Source: an optimization exercise on an open RTL-to-GDS flow (aim: small area). Production flows keep margins and buffers that such runs may drop.
In this exercise RTL edits were held to simulation tests only and were not proved equivalent to the original.
Power is estimated from default activity; no workload was simulated.

==> flow/design.v (outline; a module is shown in full before it is edited, if it fits) <==
// module crc32_gen: 56 lines
// module timeout_lfsr: 16 lines
// module mac_tx_mode: 149 lines
// module mac_tx: 221 lines
// module mac_rx: 282 lines
// module mac_layer: 83 lines
// module arp_cache: 48 lines
// module arp_tx: 254 lines
// module arp_rx: 205 lines
// module arp_mac_top: 114 lines
// module icmp_rx_ram_8_256: 45 lines
// module icmp: 344 lines
// module ip_tx_mode: 159 lines
// module ip_tx: 287 lines
// module ip_rx: 219 lines
// module ip_layer: 125 lines
// module udp_shift_register: 16 lines
// module udp_tx: 167 lines
// module udp_rx: 130 lines
// module udp_layer: 59 lines
// module udp_ip_mac_top: 139 lines
module udp_ip_mac_top #(
    parameter       LOCAL_MAC = 48'h3C_2B_1A_09_4D_5E,
    parameter       LOCAL_IP  = 32'hC0_A8_01_6E,
    parameter       LOCL_PORT = 16'hF0F0,
    parameter       DEST_MAC  = 48'h04_D9_F5_89_43_66,
    parameter       DEST_IP   = 32'hC0_A8_01_69,
    parameter       DEST_PORT = 16'hA0A0 
)(
    input           rgmii_clk,
    input           rstn,
    input           app_data_in_valid,
    input   [7:0]   app_data_in,      
    input   [15:0]  app_data_length,    
    input           app_data_request, 
    output          udp_send_ack,   
    input           arp_req,
    output          arp_found,
    output          mac_not_exist,
    output          mac_send_end,
    output  [7:0]   udp_rec_rdata ,       
    output  [15:0]  udp_rec_data_length,      
    output          udp_rec_data_valid,        
    output          mac_data_valid,
    output  [7:0]   mac_tx_data,   
    input           rx_en,         
    input   [7:0]   mac_rx_datain
);
  // ...
==> flow/flow/run.sh <==
#!/bin/bash
# Layout flow: the standard ORFS flow (standard.sh), with these changes:
#  - synthesis maps adders as plain logic (no full-adder extraction, no
#    Kogge-Stone carry map) and uses an area-oriented ABC script (flow/abc_speed.script, replacing
#    ORFS's abc_speed.script in a linked copy of the scripts folder)
#  - port buffers are buf_1
#  - CTS builds the tree from clkbuf_8 with up to 18 sinks per cluster and
#    inserts no dummy loads
# Each tool's output stays in ORFS's own logs (orfs/logs); make's output is in
# standard_flow.log in this folder.
set -euo pipefail
WORK=$(pwd)
SX=$WORK/scripts_x
mkdir -p "$SX"
for f in "$FLOW_HOME"/scripts/*; do ln -sf "$f" "$SX/"; done
rm -f "$SX/abc_speed.script"
cp "$WORK/flow/abc_speed.script" "$SX/abc_speed.script"
export CTS_ARGS="-sink_clustering_enable -repair_clock_nets -dont_use_dummy_load -buf_list sky130_fd_sc_hd__clkbuf_8 -sink_clustering_size 18 -sink_clustering_max_diameter 45"
export BUFFER_PORTS_ARGS="-buffer_cell sky130_fd_sc_hd__buf_1"
export MAKEFLAGS="ADDER_MAP_FILE= SYNTH_OPERATIONS_ARGS=-nofsm SCRIPTS_DIR=$SX"
bash standard.sh > "$WORK/standard_flow.log" 2>&1
==> flow/flow/abc_speed.script <==
strash
&get -n
&fraig -x
&put
dc2
strash
dc2
strash
dc2
strash
&get -n
&dch -f
&nf
&dch -f
&nf
&dch -f
&nf
&put
==> flow/standard.sh <==
#!/bin/bash
# synth_recipe.tcl (not shown) runs the flow's synth.tcl, then flattens the netlist and writes it again
# the make line also repeats each setting of config.mk as NAME=value (left out here)
make -C /OpenROAD-flow-scripts/flow DESIGN_CONFIG=/design/flow/config.mk WORK_HOME=/design/flow/orfs CLKGATE_MAP_FILE= SYNTH_SCRIPT=/design/flow/synth_recipe.tcl "${@:-finish}"
==> flow/config.mk <==
export PLATFORM = sky130hd
export DESIGN_NAME = udp_ip_mac_top
export DESIGN_NICKNAME = udp_ip_mac_top
export VERILOG_FILES = /design/flow/design.v
export SDC_FILE = /design/flow/constraint.sdc
export NUM_CORES = 4
export LEC_CHECK = 0
export CAP_MARGIN = 20
export CORE_MARGIN = 2
export CORE_UTILIZATION = 65
export GPL_TIMING_DRIVEN = 0
export PLACE_DENSITY = 0.78
export SLEW_MARGIN = 20
==> flow/constraint.sdc <==
create_clock -name core_clock -period 8.0 [get_ports {rgmii_clk}]
set_input_delay 1.6000 -clock core_clock [delete_from_list [all_inputs] [get_ports {rgmii_clk}]]
set_output_delay 1.6000 -clock core_clock [all_outputs]
set_load 0.01 [all_outputs]
==> flow_summary.yaml, run 1 <==
yosys:
  synth_compound_area_frac: 0.0959
  muxShareOfSynthArea: 0.00294
  yosysSeqAreaShare: 0.754
  synthCells: 6826
  netlist_area_um2: 88200
clocking:
  cts_buffers: 225
  hold_buffers: 0
setup_path:
  crit_buf_inv: 1
final_layout:
  seq_share: 0.700
  post-route-util: 0.704
  multi_input_area_um2: 21600
  buffer_area_frac: 0.0135
  regMostFlops: "ip_layer.icmp.icmp_receive_ram.ring"
  area_delta_synth_final_pct: 7.79
die:
  tapCellCount: 1781
  ios: 76
  start_util: 0.653
run_status:
  status: "no timing/DRC/antenna violations"
timing:
  setup_viol: 0
  relSlewSlack: 0.191
  fmax_mhz: 154
grt:
  grt_start_max_net_pins: 75
  grt_usage: 0.271
power:
  p_comb_mw: 0.439
  netSwitchingFraction: 0.207
run:
  max-cap-violations: 0
route:
  top_layer: "met5"
==> run 2, diff against run 1 <==
--- a/flow/flow/run.sh
+++ b/flow/flow/run.sh
@@ -15,7 +15,7 @@
 for f in "$FLOW_HOME"/scripts/*; do ln -sf "$f" "$SX/"; done
 rm -f "$SX/abc_speed.script"
 cp "$WORK/flow/abc_speed.script" "$SX/abc_speed.script"
-export CTS_ARGS="-sink_clustering_enable -repair_clock_nets -dont_use_dummy_load -buf_list sky130_fd_sc_hd__clkbuf_8 -sink_clustering_size 18 -sink_clustering_max_diameter 45"
+export CTS_ARGS="-sink_clustering_enable -repair_clock_nets -dont_use_dummy_load -buf_list sky130_fd_sc_hd__clkbuf_8 -sink_clustering_size 20 -sink_clustering_max_diameter 45"
 export BUFFER_PORTS_ARGS="-buffer_cell sky130_fd_sc_hd__buf_1"
 export MAKEFLAGS="ADDER_MAP_FILE= SYNTH_OPERATIONS_ARGS=-nofsm SCRIPTS_DIR=$SX"
 bash standard.sh > "$WORK/standard_flow.log" 2>&1
--- a/flow/config.mk
+++ b/flow/config.mk
@@ -7,7 +7,7 @@
 export LEC_CHECK = 0
 export CAP_MARGIN = 20
 export CORE_MARGIN = 2
-export CORE_UTILIZATION = 65
+export CORE_UTILIZATION = 55
 export GPL_TIMING_DRIVEN = 0
-export PLACE_DENSITY = 0.78
+export PLACE_DENSITY = 0.7
 export SLEW_MARGIN = 20
==> run 2 against run 1 <==
Effect of this change: synthesized area unchanged; hold slack improved by 0.041 ns; critical endpoint unchanged; count of clock-buffer cells in the layout stayed put; critical path depth stayed put; worst setup slack improved by 0.098 ns; critical path type unchanged; sequential power about the same; first-iteration DRC count decreased by 3.3%; power down 0.24%; clock power down 0.6%; synthesized cell count is the same.
==> flow_summary.yaml, run 2 <==
run_status:
  status: "no timing/DRC/antenna violations"
final_layout:
  area_delta_synth_final_pct: 8.15
  regMostFlops: "ip_layer.icmp.icmp_receive_ram.ring"
  fin_nets: 7225
  largest_reg_flops: 2048
  nFillCells: 12400
  stdcell_count: 9262
  top_regs: "ip_layer.icmp.icmp_receive_ram.ring x2048, udp_layer.udp_tx.udp_shift_register.sr x64, ip_layer.icmp.icmp_receive_ram.dly x56"
  layout_commonest_cell: "dfxtp_1"
  layout_common_cells: "2912 x dfxtp_1, 460 x nor2_1, 332 x nand2_1, 332 x a21oi_1, 300 x o21ai_0"
  drive_gt1_frac: 0.0525
timing:
  fin_skew_ns: 0.127
  finalCritPeriodShare: 0.799
  rsz0062_at_grt: "no"
  period_needed_ns: 6.39
  fmax_mhz: 156
  worstMarginPinSlew_ns: 1.10
  relSlewSlack: 0.260
  holdWs_ns: 0.273
  finalHoldViolations: 0
  slew_viol_final: 0
  setup_viol: 0
yosys:
  ys.flop_type: "dfxtp_1"
  synth-adder-area-share: 0.00340
  yosys.area_share.simple: 0.105
  synth_top_area_frac: 0.664
  yosysMostFrequentCell: "dfxtp_1"
  yosysTopAreaCell: "dfxtp_1"
  synth_compound_area_frac: 0.0959
  muxShareOfSynthArea: 0.00294
  synth_top_family_by_area: "simple AND/OR/NAND/NOR gates"
  yosysSeqAreaShare: 0.754
  synth_edf_count: 264
  ys_ff_latch: 3190
  netlist_area_um2: 88200
  ys_types: 71
  synth_fp_nets: 6864
  synthCells: 6826
  synth_commonest_cells: "2925 x dfxtp_1, 498 x nor2_1, 334 x a21oi_1"
  async_flop_share: 0.000313
  synthXorXnorAreaFrac: 0.0341
  avgSynthCellArea_um2: 12.9
  yosysWarnings: 29
  netlist_top_cells_area: "dfxtp_1 66%, edfxtp_1 9.0%, nor2_1 2.1%, xnor2_1 2.1%, a21oi_1 1.9%"
die:
  dieArea_um2: 164000
  core_um2: 159000
  die_w_um: 405
  dieHeight_um: 405
  start_util: 0.555
  rows: 146
  ios: 76
clocking:
  cts.htree.levels: 4
  cts_tree: "built"
  hold_buffers: 0
  clock_latency_ns: 0.98
  cts-root-buf: "clkbuf_8"
  clock-sinks: 3190
  cts_buffers: 225
  clkSlewWorstSetupHoldPaths_ns: 0.10
  clock_path_buffers: 3
  post_cts_buffers: 0
  cts_resized: 0
setup_path:
  cp_max_fo: 7
  r2r_cells: 19
  crit_top_cell: "maj3_1"
  timing.rr.end: "ip_layer.ip_tx.checksum[15]"
  cp_data_required_time_ns: 8.66
  r2r-start: "ip_layer.ip_tx.ip_send_cnt[12]"
  regToRegSetupSlack_ns: 1.61
  crit_start: "ip_layer.ip_tx.ip_send_cnt[12]"
  critical_path.startpoint_type: "flop"
  cpPeakStageDelay_ns: 0.68
  arrival_ns: 7.05
  crit_type: "flop to flop"
  cp_cell_sequence: "nor4_1 > nand4b_1 > nor4_2 > buf_4 > mux2i_1 > maj3_1 > o22ai_1 > maj3_1 > a21oi_1 > o211ai_1 > a31oi_1 > a211oi_1 > o31ai_1 > maj3_1 > o22ai_1 > a21oi_1 > maj3_1 > maj3_1 > xnor2_1"
  cp-end-kind: "flop"
  crit_slowest_cell: "nor4_2"
  crit_path_end: "ip_layer.ip_tx.checksum[15]"
placement:
  placedCellCount: 9031
  place.port_buffers: 75
  dp_hpwl_um: 124000
  gp_congestion: 0.900
run:
  max-cap-violations: 0
route:
  wl_per_cell_um: 19.8
  drt-initial-drc-count: 4689
  ant_nets: 0
  drcViolationCount: 0
  wirelength_um: 184000
  vias_per_cell: 5.53
  vias: 51200
  dr.pass1.iters: 6
power:
  power.leakage_nw: 35.0
  p_int_mw: 19.0
  clock_power_share: 0.292
  power.net_switching_mw: 4.89
  p_per_area_nw_per_um2: 250
  p_seq_frac: 0.690
  vdd_drop_max_v: 0.000215
  netSwitchingFraction: 0.205
  p_comb_frac: 0.018
grt:
  grt_pass1_wl_um: 281000
  grt_start_max_net_pins: 78
  grt_usage: 0.221
  grt_pass1_vias: 48900
  antenna_found_initial: 6
  grt_overflow: 0
worst_hold_path:
  min_path_type: "flop to flop"
run 2: cell counts after synthesis:
No cell type changed its count.
run 2: final cells by class:
cell class	instances	area, um^2	area share
sequential	3190	66500	0.697
multi-input combinational	3527	21700	0.227
clock buffer	225	3100	0.0325
tap	2072	2590	0.0272
timing repair buffer	134	1070	0.0112
inverter	89	339	0.00355
buffer	20	75.1	0.000787
antenna	5	12.5	0.000131
run 2: per-stage QoR:
stage / TNS (ns) / worst slack [ns] / instance area, um^2 / total power, mW / utilization
floorplan: 0 / 0.792 / 88200 / 17.1 / -
global placement: -582.46 / -6.48 / 91100 / 17.2 / 0.573
detailed placement: 0 / 1.68 / 92200 / 17.3 / 0.580
CTS: 0 / 1.64 / 95300 / 24.1 / 0.600
global route: 0 / 1.18 / 95400 / 24.7 / 0.600
finish: 0 / 1.61 / 95400 / 23.9 / 0.600
run 2: layer usage:
layer,GRT usage,vias to the layer above,wire [um]
li1,-,24700,-
met1,0.302,24600,82200
met3,0.0329,392,10300
met5,0,-,18
met2,0.352,1505,83800
met4,0.0929,2,7260
run 2: how the worst min path moves through the flow:
stage,from,end,slack [ns],depth (start not counted)
after global routing,ip_layer.icmp.icmp_receive_ram.ring[93][5],ip_layer.icmp.icmp_receive_ram.ring[94][5],0.27,0
after CTS,ip_layer.icmp.icmp_receive_ram.ring[112][1],ip_layer.icmp.icmp_receive_ram.ring[113][1],0.26,0
after floorplan,arp_mac_top_U1.mac_layer.mac_rx.mac_rx_data_2d[0],arp_mac_top_U1.mac_layer.mac_rx.mac_rx_data_3d[0],0.31,0
after global placement,ip_layer.icmp.icmp_receive_ram.ring[145][6],ip_layer.icmp.icmp_receive_ram.ring[146][6],0.31,0
final,ip_layer.icmp.icmp_receive_ram.ring[93][5],ip_layer.icmp.icmp_receive_ram.ring[94][5],0.27,0
after detailed placement,arp_mac_top_U1.mac_layer.mac_rx.mac_rx_data_2d[0],arp_mac_top_U1.mac_layer.mac_rx.mac_rx_data_3d[0],0.31,0
run 2: power by group through the flow:
stage / Clock, mW / Sequential [mW] / Combinational (mW)
floorplan: 0 / 16.8 / 0.304
global placement: 0 / 16.9 / 0.379
detailed placement: 0 / 16.8 / 0.428
CTS: 7.17 / 16.5 / 0.429
global route: 7.73 / 16.5 / 0.474
finish: 6.99 / 16.5 / 0.430
run 2: cell families (layout without fill, tap and decap cells):
group,count (synthesis),count (layout)
compound gates,1273,1273
xor+xnor,343,343
flops,3190,3190
buf+inv,109,468
other cells,0,5
simple gates,1856,1856
mux,25,25
fa+ha+maj,30,30
run 2: worst max-delay path, delay by kind of cell, from the launching register on:
family	cells	cell delay, ns
mux	1	0.11
flops	1	0.37
buf+inv	1	0.28
simple gates	3	1.56
xor+xnor	1	0.15
compound gates	8	1.76
fa+ha+maj	5	1.90
==> run 3, diff against run 2 <==
--- a/flow/flow/run.sh
+++ b/flow/flow/run.sh
@@ -4,7 +4,7 @@
 #    Kogge-Stone carry map) and uses an area-oriented ABC script (flow/abc_speed.script, replacing
 #    ORFS's abc_speed.script in a linked copy of the scripts folder)
 #  - port buffers are buf_1
-#  - CTS builds the tree from clkbuf_8 with up to 18 sinks per cluster and
+#  - CTS builds the tree from clkbuf_8 with up to 20 sinks per cluster and
 #    inserts no dummy loads
 # Each tool's output stays in ORFS's own logs (orfs/logs); make's output is in
 # standard_flow.log in this folder.
==> run 3 against run 2 <==
Effect of this change: non-clock buffer count unchanged; power unchanged; sequential share of layout area unchanged; first-iteration DRC count unchanged; count of clock-buffer cells in the layout unchanged; synthesized area unchanged; hold slack unchanged; clock power about the same; core utilization unchanged; combinational power about the same; die area unchanged; global-route usage unchanged.
==> flow_summary.yaml, run 3 <==
yosys:
  netlist_top_cells_area: "dfxtp_1 66%, edfxtp_1 9.0%, nor2_1 2.1%, xnor2_1 2.1%, a21oi_1 1.9%"
  synth_edf_count: 264
  yosysMostFrequentCell: "dfxtp_1"
  synth_fp_nets: 6864
  netlist_area_um2: 88200
  avgSynthCellArea_um2: 12.9
  async_flop_share: 0.000313
  ys.flop_type: "dfxtp_1"
  synthCells: 6826
  yosysTopAreaCell: "dfxtp_1"
  ys_ff_latch: 3190
  yosysWarnings: 29
  synth_top_area_frac: 0.664
  synth_commonest_cells: "2925 x dfxtp_1, 498 x nor2_1, 334 x a21oi_1"
  ys_types: 71
  yosysSeqAreaShare: 0.754
die:
  die_w_um: 405
  core_um2: 159000
  dieHeight_um: 405
  ios: 76
  rows: 146
  start_util: 0.555
  dieArea_um2: 164000
setup_path:
  path_delay_family: "adder cells"
  regToRegSetupSlack_ns: 1.61
  arrival_ns: 7.05
  r2r_cells: 19
  crit_path_end: "ip_layer.ip_tx.checksum[15]"
  r2r-start: "ip_layer.ip_tx.ip_send_cnt[12]"
  crit_start: "ip_layer.ip_tx.ip_send_cnt[12]"
  crit_slowest_cell: "nor4_2"
  cp_max_fo: 7
  crit_top_cell: "maj3_1"
  crit_type: "flop to flop"
  cp-end-kind: "flop"
  cp_data_required_time_ns: 8.66
  cpPeakStageDelay_ns: 0.68
  timing.rr.end: "ip_layer.ip_tx.checksum[15]"
  crit_buf_inv: 1
  cp_cell_sequence: "nor4_1 > nand4b_1 > nor4_2 > buf_4 > mux2i_1 > maj3_1 > o22ai_1 > maj3_1 > a21oi_1 > o211ai_1 > a31oi_1 > a211oi_1 > o31ai_1 > maj3_1 > o22ai_1 > a21oi_1 > maj3_1 > maj3_1 > xnor2_1"
  cp.depth: 19
  critical_path.startpoint_type: "flop"
route:
  vias: 51200
  dr.pass1.iters: 6
  drt-initial-drc-count: 4689
  drcViolationCount: 0
  ant_nets: 0
  wl_per_cell_um: 19.8
  wirelength_um: 184000
  vias_per_cell: 5.53
clocking:
  clock_path_buffers: 3
  cts.htree.levels: 4
  hold_buffers: 0
  cts_tree: "built"
  cts_resized: 0
  post_cts_buffers: 0
  clock-sinks: 3190
  clock_latency_ns: 0.98
  cts-root-buf: "clkbuf_8"
  clkSlewWorstSetupHoldPaths_ns: 0.10
  cts_buffers: 225
final_layout:
  largest_reg_flops: 2048
  top_regs: "ip_layer.icmp.icmp_receive_ram.ring x2048, udp_layer.udp_tx.udp_shift_register.sr x64, ip_layer.icmp.icmp_receive_ram.dly x56"
  area_delta_synth_final_pct: 8.15
  final_cell_area_um2: 95400
  layout_commonest_cell: "dfxtp_1"
  drive_gt1_frac: 0.0525
  layout_common_cells: "2912 x dfxtp_1, 460 x nor2_1, 332 x nand2_1, 332 x a21oi_1, 300 x o21ai_0"
  regMostFlops: "ip_layer.icmp.icmp_receive_ram.ring"
  fin_nets: 7225
grt:
  grt_start_max_net_pins: 78
  antenna_found_initial: 6
  grt_overflow: 0
  grt_pass1_vias: 48900
  grt_usage: 0.221
  grt_pass1_wl_um: 281000
placement:
  place.port_buffers: 75
  gp_congestion: 0.900
  place_area_um2: 92200
  dp_slack_ns: 1.68
  dp_hpwl_um: 124000
timing:
  slew_viol_final: 0
  finalCritPeriodShare: 0.799
  setup_slack_ns: 1.61
  setup_viol: 0
  relSlewSlack: 0.260
  finalHoldViolations: 0
  rsz0062_at_grt: "no"
  worstMarginPinSlew_ns: 1.10
  holdWs_ns: 0.273
  period_needed_ns: 6.39
  fmax_mhz: 156
  fin_skew_ns: 0.127
power:
  finalPower_mw: 23.9
  p_per_area_nw_per_um2: 250
  vdd_drop_max_v: 0.000215
  power.leakage_nw: 35.0
worst_hold_path:
  min_path_type: "flop to flop"
  hold_depth: 0
run:
  max-cap-violations: 0
run_status:
  status: "no timing/DRC/antenna violations"
-- run 3: cell counts in the layout (fill, tap and decap cells not counted) --
No cell type changed its count.
-- run 3: per-layer routing --
metal | wire length [um] | share of wire | track usage
met5 | 18 | 0.000098 | 0
met4 | 7260 | 0.040 | 0.0929
met3 | 10300 | 0.056 | 0.0329
met2 | 83800 | 0.46 | 0.352
met1 | 82200 | 0.45 | 0.302
-- run 3: power breakdown --
part           total, mW  leakage, nW  switching [mW]  internal (mW)
sequential          16.5         26.2           0.187           16.3
clock               6.99         1.62            4.49           2.50
combinational      0.430         7.20           0.217          0.213
-- run 3: worst min-delay path by stage --
stage / startpoint / endpoint / slack, ns
floorplan: arp_mac_top_U1.mac_layer.mac_rx.mac_rx_data_2d[0] / arp_mac_top_U1.mac_layer.mac_rx.mac_rx_data_3d[0] / 0.31
global placement: ip_layer.icmp.icmp_receive_ram.ring[145][6] / ip_layer.icmp.icmp_receive_ram.ring[146][6] / 0.31
detailed placement: arp_mac_top_U1.mac_layer.mac_rx.mac_rx_data_2d[0] / arp_mac_top_U1.mac_layer.mac_rx.mac_rx_data_3d[0] / 0.31
CTS: ip_layer.icmp.icmp_receive_ram.ring[112][1] / ip_layer.icmp.icmp_receive_ram.ring[113][1] / 0.26
global route: ip_layer.icmp.icmp_receive_ram.ring[93][5] / ip_layer.icmp.icmp_receive_ram.ring[94][5] / 0.27
finish: ip_layer.icmp.icmp_receive_ram.ring[93][5] / ip_layer.icmp.icmp_receive_ram.ring[94][5] / 0.27
-- run 3: layout make-up --
cell class / count / area, um^2
repair buffers: 134 / 1070
multi-input cells: 3527 / 21700
plain buffers: 20 / 75.1
clock buffers: 225 / 3100
fillers: 12400 / 63500
diodes: 5 / 12.5
flip-flops and latches: 3190 / 66500
well taps: 2072 / 2590
inverters: 89 / 339
-- run 3: logic make-up after synthesis --
group                    Yosys count  synth area share
flip-flops                      3190             0.754
buffers and inverters            109           0.00464
AND/OR/NAND/NOR                 1856             0.105
XOR/XNOR                         343            0.0341
AO/OA/AOI/OAI                   1273            0.0959
multiplexers                      25           0.00294
adder cells (fa/ha/maj)           30           0.00340
-- run 3: stage by stage --
step | std cells | utilization | setup TNS [ns]
after floorplan | 6826 | - | 0
after global placement | 8973 | 0.573 | -582.46
after detailed placement | 9031 | 0.580 | 0
after CTS | 9256 | 0.600 | 0
after global routing | 9262 | 0.600 | 0
final | 9262 | 0.600 | 0
==> run 4, diff against run 3 <==
==> flow/run.sh (new file) <==
#!/bin/bash
# synth_recipe.tcl (not shown) runs the flow's synth.tcl, then flattens the netlist and writes it again
# the make line also repeats each setting of config.mk as NAME=value (left out here)
make -C /OpenROAD-flow-scripts/flow DESIGN_CONFIG=/design/flow/config.mk WORK_HOME=/design/flow/orfs CLKGATE_MAP_FILE= SYNTH_SCRIPT=/design/flow/synth_recipe.tcl finish
--- a/flow/config.mk
+++ b/flow/config.mk
@@ -8,6 +8,9 @@
 export CAP_MARGIN = 20
 export CORE_MARGIN = 2
 export CORE_UTILIZATION = 55
+export CTS_BUF_LIST = sky130_fd_sc_hd__clkbuf_8
+export CTS_CLUSTER_DIAMETER = 45
+export CTS_CLUSTER_SIZE = 18
 export GPL_TIMING_DRIVEN = 0
 export PLACE_DENSITY = 0.7
 export SLEW_MARGIN = 20
removed: flow/flow/run.sh
removed: flow/flow/abc_speed.script
removed: flow/standard.sh
==> run 4 against run 3 <==
Effect of this change: sequential power about the same; clock skew down 0.037 ns; core utilization up 1.3 points; worst setup slack better by 1.3 ns; first-iteration DRC count up 6.1%; fmax up 25%; largest cell class unchanged; hold slack better by 0.0019 ns; routed wire length up 20%; design area up 9.2%; critical path type unchanged.
==> flow_summary.yaml, run 4 <==
route:
  wirelength_um: 221000
  ant_nets: 0
  drt-initial-drc-count: 4977
  drcViolationCount: 0
  vias_per_cell: 5.53
  vias: 58200
  wl_per_cell_um: 21.0
  dr.pass1.iters: 6
final_layout:
  regMostFlops: "ip_layer.icmp.icmp_receive_ram.ring"
  layout_common_cells: "2917 x dfxtp_1, 474 x nor2_1, 407 x nand3_1, 404 x nand2_1, 313 x clkbuf_1"
  final_cell_area_um2: 104000
  top_regs: "ip_layer.icmp.icmp_receive_ram.ring x2048, udp_layer.udp_tx.udp_shift_register.sr x64, ip_layer.icmp.icmp_receive_ram.dly x56"
  drive_gt1_frac: 0.0723
  fin_nets: 8337
  largest_reg_flops: 2048
  area_delta_synth_final_pct: 10.5
  layout_commonest_cell: "dfxtp_1"
clocking:
  clock_path_buffers: 4
  clkSlewWorstSetupHoldPaths_ns: 0.10
  cts.htree.levels: 5
  post_cts_buffers: 0
  cts_resized: 0
  cts_buffers: 290
  cts-root-buf: "clkbuf_8"
  clock-sinks: 3190
  hold_buffers: 0
  cts_tree: "built"
  clock_latency_ns: 1.11
run_status:
  status: "no timing/DRC/antenna violations"
die:
  start_util: 0.555
  core_um2: 170000
  ios: 76
  die_w_um: 418
  dieArea_um2: 175000
  dieHeight_um: 418
  rows: 151
yosys:
  netlist_area_um2: 94300
  netlist_top_cells_area: "dfxtp_1 62%, edfxtp_1 8.4%, xnor2_1 2.5%, nand3_1 2.2%, ha_1 2.1%"
  yosysTopAreaCell: "dfxtp_1"
  ys_types: 86
  ys_ff_latch: 3190
  synth_top_area_frac: 0.621
  yosysSeqAreaShare: 0.705
  async_flop_share: 0.000313
  synth_edf_count: 264
  ys.flop_type: "dfxtp_1"
  avgSynthCellArea_um2: 12.2
  yosysWarnings: 29
  yosysMostFrequentCell: "dfxtp_1"
  synthCells: 7746
  synth_fp_nets: 7953
  synth_commonest_cells: "2925 x dfxtp_1, 475 x nor2_1, 407 x nand3_1"
setup_path:
  crit_buf_inv: 2
  crit_type: "flop to flop"
  cp_data_required_time_ns: 8.73
  crit_slowest_cell: "a2111oi_0"
  regToRegSetupSlack_ns: 2.88
  path_delay_family: "simple AND/OR/NAND/NOR gates"
  cp-end-kind: "flop"
  cp_max_fo: 10
  arrival_ns: 5.85
  cpPeakStageDelay_ns: 0.60
  critical_path.startpoint_type: "flop"
  cp_cell_sequence: "clkbuf_1 > nor4_1 > and3_1 > nand2_1 > nor2_1 > clkbuf_1 > mux2_2 > ha_1 > nor2_1 > or2_2 > a2111oi_0 > o31ai_1 > nand2_1 > o211ai_1"
grt:
  grt_pass1_vias: 56200
  antenna_found_initial: 6
  use_met3: 0.0405
  met1_usage: 0.335
  met2_usage: 0.398
  grt_overflow: 0
  grt_start_max_net_pins: 24
  grt_usage: 0.248
  grt_pass1_wl_um: 332000
  busiest_layer: "met2"
power:
  vdd_drop_max_v: 0.000222
  p_per_area_nw_per_um2: 258
  power.leakage_nw: 39.3
timing:
  tns_ns: 0
  fmax_mhz: 195
  finalHoldViolations: 0
  fin_skew_ns: 0.0899
  slew_viol_final: 0
  holdWs_ns: 0.275
  worstMarginPinSlew_ns: 1.20
  relSlewSlack: 0.200
  finalCritPeriodShare: 0.640
  rsz0062_at_grt: "no"
  setup_viol: 0
  period_needed_ns: 5.12
placement:
  dp_hpwl_um: 156000
  gp_congestion: 0.961
  place_area_um2: 98200
  place.port_buffers: 75
worst_hold_path:
  min_path_type: "flop to flop"
run:
  max-cap-violations: 0
-- run 4: cell types whose count changed in the layout (fill, tap and decap cells not counted), sizes merged, moves of 57 or more --
cell | previous run | this run
clkbuf | 226 | 634
nand3 | 184 | 407
inv | 0 | 187
ha | 0 | 160
buf | 153 | 51
o21ai | 300 | 206
nand4 | 76 | 159
a21oi | 334 | 256
clkdlybuf4s50 | 0 | 75
o22ai | 34 | 107
nand2 | 333 | 404
a222oi | 80 | 11
nand2b | 120 | 62
xnor2 | 212 | 269
-- run 4: final timing paths --
check | start | endpoint | cells after the start
max in group asynchronous | rstn | arp_mac_top_U1.arp_cache.mac_not_exist | 1
min | ip_layer.icmp.icmp_receive_ram.ring[235][6] | ip_layer.icmp.icmp_receive_ram.ring[236][6] | 0
max reg2reg | ip_layer.ip_tx.ip_send_cnt[12] | ip_layer.ip_tx.checksum[15] | 14
min in group asynchronous | rstn | arp_mac_top_U1.arp_cache.mac_not_exist | 1
min reg2reg | ip_layer.icmp.icmp_receive_ram.ring[235][6] | ip_layer.icmp.icmp_receive_ram.ring[236][6] | 0
max | ip_layer.ip_tx.ip_send_cnt[12] | ip_layer.ip_tx.checksum[15] | 14
-- run 4: report_power, final --
group / switching [mW] / internal, mW
Combinational: 0.329 / 0.273
Clock: 5.44 / 4.41
Sequential: 0.183 / 16.3
Total: 5.95 / 21.0
-- run 4: cells by family (layout without fill, tap and decap cells) --
logic type,Yosys count,count (layout),share of synthesized area
DFF,3190,3190,0.705
and+or+nand+nor,2230,2230,0.120
xor gates and xnor gates,434,434,0.0408
other,0,6,0
buffers and inverters,493,1037,0.0198
adders and majority gates,171,171,0.0234
AOI/OAI and AO/OA,1144,1144,0.0809
muxes,84,84,0.00966
-- run 4: area by class of cell --
| type | instances | area, um^2 |
|---|---|---|
| Buffer | 357 | 1370 |
| Clock inverter | 141 | 1620 |
| Fill cell | 13200 | 65700 |
| Tap cell | 2218 | 2780 |
| Multi-Input combinational cell | 4063 | 26000 |
| Antenna cell | 6 | 15.0 |
| Sequential cell | 3190 | 66500 |
| Timing Repair Buffer | 92 | 1030 |
| Clock buffer | 311 | 4280 |
| Inverter | 136 | 510 |
-- run 4: stage by stage --
stage	std cells	total power, mW	setup WS (ns)	util
6_report	10500	26.9	2.88	0.613
3_5_place_dp	10100	17.4	2.88	0.578
4_1_cts	10500	27.1	2.91	0.613
2_1_floorplan	7746	17.2	4.03	-
3_3_place_gp	10000	17.4	1.89	0.576
5_1_grt	10500	27.8	2.50	0.613
-- run 4: routing by layer --
layer | wire length, um | up-vias
met5 | 28 | -
met4 | 9100 | 4
met3 | 13600 | 536
met2 | 101000 | 2012
met1 | 97200 | 28000
li1 | - | 27700
-- run 4: worst register-to-register path, cell delays in order, from the launching register on --
cell and delay [ns]:
dfxtp_1 0.29, clkbuf_1 0.22, nor4_1 0.57, and3_1 0.32, nand2_1 0.28, nor2_1 0.47
clkbuf_1 0.52, mux2_2 0.42, ha_1 0.32, nor2_1 0.07, or2_2 0.31, a2111oi_0 0.60
o31ai_1 0.28, nand2_1 0.11, o211ai_1 0.09

[static timing again, ports no longer ideal]
The flow's constraints put no driver on any port. The routed layouts listed below were extracted and timed again, unchanged, in two steps. Step 1 sets driving cells, clkbuf_16 on the clock port and buf_2 on the other inputs (assumed; they add their load-dependent delay and slew). Step 2 moves the port delays by t, midway between the first and last clock arrival at a register: inputs arrive t later, outputs are due t later. That takes back most of the time a late clock gives input paths. Slacks: ideal ports / drivers / drivers and shift; pairs: ideal ports / drivers.
run	t (ns)	setup slack, ns	worst register clock-pin slew, ns
run 1	0.998	1.510 / 1.510 / 1.510	0.12 / 0.12
run 2	1.006	1.607 / 1.607 / 1.607	0.12 / 0.12
run 3	1.006	1.607 / 1.607 / 1.607	0.12 / 0.12
run 4	1.129	2.881 / 2.881 / 2.824	0.11 / 0.11
After both steps every run listed still meets setup and hold. For run 4, which loses most, drivers alone change the setup slack by 0.000 ns; drivers and shift together by -0.057 ns.
